Source: an optimization exercise on an open RTL-to-GDS flow (aim: small area). Production flows keep margins and buffers that such runs may drop. Only simulation tests tie the RTL to the original design; equivalence was not proved. Power and IR drop assume default switching activity. No driver is modelled on the clock port, so clocking that relies on it looks cheaper here than on a real chip.

==> flow/design.v <==
`default_nettype none
module fifo_16_1024_ft
  (
   input wire        clk,
   input wire        srst,
   input wire [13:0] din,
   input wire        wr_en,
   input wire        rd_en,
   output wire [13:0] dout,
   output wire       valid
   );
    localparam DEPTH_LOG2 = 4;
    reg [13:0] mem [0:(1<<DEPTH_LOG2)-1];
    reg [DEPTH_LOG2:0] wp;
    reg [DEPTH_LOG2:0] rp;
    wire empty = (wp == rp);
    wire full = (wp[DEPTH_LOG2] != rp[DEPTH_LOG2]) &&
                (wp[DEPTH_LOG2-1:0] == rp[DEPTH_LOG2-1:0]);
    assign valid = ~empty;
    assign dout = mem[rp[DEPTH_LOG2-1:0]];
    always @(posedge clk) begin
	if(wr_en == 1'b1 && full == 1'b0) begin
	    mem[wp[DEPTH_LOG2-1:0]] <= din;
	end
    end
    always @(posedge clk) begin
	if(srst == 1'b1) begin
	    wp <= 0;
	    rp <= 0;
	end else begin
	    if(wr_en == 1'b1 && full == 1'b0) begin
		wp <= wp + 1'b1;
	    end
	    if(rd_en == 1'b1 && empty == 1'b0) begin
		rp <= rp + 1'b1;
	    end
	end
    end
endmodule  
`default_nettype wire
`default_nettype none
module cmac_usplus_emitter
  (
   input wire clk,
   input wire reset,
   input wire din_valid,
   input wire din_sop,
   input wire din_eop,
   input wire [5:0] din_mty,
   output wire dout_kick,
   output wire [13:0] dout_bytes,
   input wire cmac_busy,
   input wire cmac_done,
   input wire cmac_tx_rdy
   );
    reg [7:0] beats;
    reg       dout_ready;
    always @(posedge clk) begin
	if(din_valid == 1'b1)
	    beats <= din_sop ? 8'd1 : beats + 8'd1;
    end
    always @(posedge clk) begin
	if(reset == 1'b1)
	    dout_ready <= 1'b0;
	else
	    dout_ready <= din_valid & din_eop;
    end
    reg fifo_rd;
    wire [13:0] fifo_q;
    wire fifo_valid;
    fifo_16_1024_ft fifo_i(.clk(clk),
			   .srst(reset),
			   .din({beats, 6'd0} - {8'd0, din_mty}),
			   .wr_en(dout_ready),
			   .rd_en(fifo_rd),
			   .dout(fifo_q),
			   .valid(fifo_valid));
    reg kick_reg, wait_done;
    reg [13:0] bytes_reg;
    assign dout_kick = kick_reg;
    assign dout_bytes = bytes_reg;
    wire start = !kick_reg && !wait_done && fifo_valid && cmac_tx_rdy;
    always @(posedge clk) begin
	if(start == 1'b1)
	    bytes_reg <= fifo_q;
    end
    always @(posedge clk) begin
	if(reset == 1'b1) begin
	    kick_reg <= 1'b0;
	    wait_done <= 1'b0;
	    fifo_rd <= 1'b0;
	end else begin
	    fifo_rd <= start;
	    if(start == 1'b1)
		kick_reg <= 1'b1;
	    else if(kick_reg == 1'b1 && cmac_busy == 1'b1) begin
		kick_reg <= 1'b0;
		wait_done <= 1'b1;
	    end else if(wait_done == 1'b1 && cmac_done == 1'b1)
		wait_done <= 1'b0;
	end
    end
endmodule  
`default_nettype wire
`default_nettype none
module ether_echo
  (
   input wire         clk,
   input wire         reset,
   input wire [127:0] rx_dataout0,
   input wire [127:0] rx_dataout1,
   input wire [127:0] rx_dataout2,
   input wire [127:0] rx_dataout3,
   input wire         rx_enaout0,
   input wire         rx_sopout0,
   input wire         rx_eopout0,
   input wire         rx_eopout1,
   input wire         rx_eopout2,
   input wire         rx_eopout3,
   input wire [3:0]   rx_mtyout0,
   input wire [3:0]   rx_mtyout1,
   input wire [3:0]   rx_mtyout2,
   input wire [3:0]   rx_mtyout3,
   output reg  [511:0] send_data,
   output reg          send_valid,
   output reg          send_sop,
   output reg          send_eop,
   output wire [7:0]   send_mty,
   output wire         tx_kick,
   output wire [13:0]  tx_bytes,
   input wire          cmac_busy,
   input wire          cmac_done,
   input wire          cmac_tx_rdy
   );
    localparam [15:0] APP_KEY = 16'h3434;
    wire [5:0] recv_mty = rx_eopout3 == 1'b1 ? {2'd0, rx_mtyout3}
	       : rx_eopout2 == 1'b1 ? {2'd1, rx_mtyout2}
	       : rx_eopout1 == 1'b1 ? {2'd2, rx_mtyout1}
	       : rx_eopout0 == 1'b1 ? {2'd3, rx_mtyout0}
               : 6'd0;
    wire recv_eop = rx_eopout0 | rx_eopout1 | rx_eopout2 | rx_eopout3;
    wire [511:0] recv_data = {rx_dataout0, rx_dataout1, rx_dataout2, rx_dataout3};
    reg in_frame;
    wire first = !in_frame && rx_enaout0 && rx_sopout0 && recv_data[415:400] == APP_KEY;
    wire acc = first || (in_frame && rx_enaout0);
    always @(posedge clk) begin
	if(reset == 1'b1)
	    in_frame <= 1'b0;
	else if(first && !recv_eop)
	    in_frame <= 1'b1;
	else if(in_frame && rx_enaout0 && recv_eop)
	    in_frame <= 1'b0;
    end
    reg [511:0] din_q;
    reg         acc_q, first_q, last_q;
    reg [5:0]   mty_q;
    wire swap = !in_frame && rx_sopout0;
    always @(posedge clk) begin
	din_q <= swap ? {recv_data[463:416], recv_data[511:464], recv_data[415:0]} : recv_data;
	mty_q <= recv_mty;
	first_q <= first;
	last_q <= recv_eop;
    end
    always @(posedge clk) begin
	if(reset == 1'b1)
	    acc_q <= 1'b0;
	else
	    acc_q <= acc;
    end
    reg [511:0] hold_q;
    reg         pend, hold_first, hold_last;
    reg [5:0]   hold_mty;
    wire single = acc_q && first_q && last_q;
    wire flush = !acc_q && pend && hold_last;
    always @(posedge clk) begin
	if(acc_q == 1'b1) begin
	    hold_q <= din_q;
	    hold_first <= first_q;
	    hold_last <= last_q;
	    hold_mty <= mty_q;
	end
    end
    always @(posedge clk) begin
	if(reset == 1'b1)
	    pend <= 1'b0;
	else if(acc_q == 1'b1)
	    pend <= !single;
	else if(flush == 1'b1)
	    pend <= 1'b0;
    end
    reg [5:0] send_mty_q;
    assign send_mty = {2'd0, send_mty_q};
    always @(posedge clk) begin
	send_data <= single ? din_q : hold_q;
	send_sop <= single ? 1'b1 : hold_first;
	send_eop <= single ? 1'b1 : flush;
	if(single)
	    send_mty_q <= mty_q;
	else if(flush)
	    send_mty_q <= hold_mty;
    end
    always @(posedge clk) begin
	if(reset == 1'b1)
	    send_valid <= 1'b0;
	else
	    send_valid <= single || flush || (acc_q && pend);
    end
    cmac_usplus_emitter cmac_usplus_emitter_i
      (
       .clk(clk),
       .reset(reset),
       .din_valid(send_valid),
       .din_sop(send_sop),
       .din_eop(send_eop),
       .din_mty(send_mty_q),
       .dout_kick(tx_kick),
       .dout_bytes(tx_bytes),
       .cmac_busy(cmac_busy),
       .cmac_done(cmac_done),
       .cmac_tx_rdy(cmac_tx_rdy)
       );
endmodule  
`default_nettype wire
export LEC_CHECK = 0
export CAP_MARGIN = 20
export CORE_MARGIN = 2
export CORE_UTILIZATION = 40
export SLEW_MARGIN = 20
create_clock -name core_clock -period 4.0 [get_ports {clk}]
run.sh (not shown) runs the stock make flow with config.mk's settings and CLKGATE_MAP_FILE= SYNTH_SCRIPT=/design/flow/synth_recipe.tcl, a recipe that flattens the netlist after the stock synthesis.
The first run ran to the end with no violations.
Edit:
==> flow/flow/run.sh (new file) <==
#!/bin/bash
# Standard ORFS layout (standard.sh: the standard flow's synthesis, floorplan, power grid
# and tap cells unchanged), with two changes to how the layout is built:
#  - port buffers are buf_1 cells instead of the default clkdlybuf4s50_1
#  - clock tree synthesis inserts no dummy loads
set -euo pipefail
cd "$(dirname "$0")/.."
bash standard.sh \
  "BUFFER_PORTS_ARGS=-buffer_cell sky130_fd_sc_hd__buf_1" \
  "CTS_ARGS=-sink_clustering_enable -repair_clock_nets -dont_use_dummy_load -buf_list sky130_fd_sc_hd__clkbuf_16 -sink_clustering_size 30 -sink_clustering_max_diameter 60" \
  finish > flow_standard.log 2>&1
==> flow/standard.sh (new file) <==
#!/bin/bash
# synth_recipe.tcl (not shown) runs the flow's synth.tcl, then flattens the netlist and writes it again
# the make line also repeats each setting of config.mk as NAME=value (left out here)
make -C /OpenROAD-flow-scripts/flow DESIGN_CONFIG=/design/flow/config.mk WORK_HOME=/design/flow/orfs CLKGATE_MAP_FILE= SYNTH_SCRIPT=/design/flow/synth_recipe.tcl "${@:-finish}"
CORE_UTILIZATION = 60   (was 40)
removed: flow/run.sh
What happened:
- non-clock buffer count came out lower by 10
- setup slack is better by 260 ps
- register-to-register slack is worse by 220 ps
- utilization came out higher by 15 points
Edit:
--- a/flow/flow/run.sh
+++ b/flow/flow/run.sh
@@ -9,3 +9,3 @@
   "BUFFER_PORTS_ARGS=-buffer_cell sky130_fd_sc_hd__buf_1" \
-  "CTS_ARGS=-sink_clustering_enable -repair_clock_nets -dont_use_dummy_load -buf_list sky130_fd_sc_hd__clkbuf_16 -sink_clustering_size 30 -sink_clustering_max_diameter 60" \
+  "CTS_ARGS=-sink_clustering_enable -repair_clock_nets -dont_use_dummy_load -buf_list sky130_fd_sc_hd__clkbuf_16 -sink_clustering_size 30 -sink_clustering_max_diameter 80" \
   finish > flow_standard.log 2>&1
Final cell count drops by 0.63%.
Final area went down by 1.4%.
Worst setup slack improved by 29 ps.
Sequential power hardly moves.
Total power drops by 5.8%.
Synthesized area is unchanged.
Combinational power stays flat.
Clock skew goes down by 30 ps.

==> separate check: timing with driven ports <==
How much do the figures lean on ideal ports? The routed layouts below were timed once more, with nothing changed but the port constraints.
Step 1: set_driving_cell puts a clkbuf_16 on clk and a buf_2 on each other input, an assumption about the parent block.
Step 2 moves the port delays by t, midway between the first and last clock arrival at a register: inputs arrive t later, outputs are due t later. That takes back most of the time a late clock gives input paths.
Slacks: ideal ports / drivers / drivers and shift; pairs: ideal ports / drivers.
| run | t (ns) | slack for setup (ns) | latest minus earliest clock arrival (ns) |
|---|---|---|---|
| the first run | 0.841 | 0.921 / 0.841 / 1.108 | 0.036 / 0.035 |
| the second run | 0.756 | 1.180 / 1.180 / 1.180 | 0.089 / 0.089 |
| the third run | 0.725 | 1.209 / 1.209 / 1.209 | 0.051 / 0.052 |
After both steps every run listed still meets setup and hold.
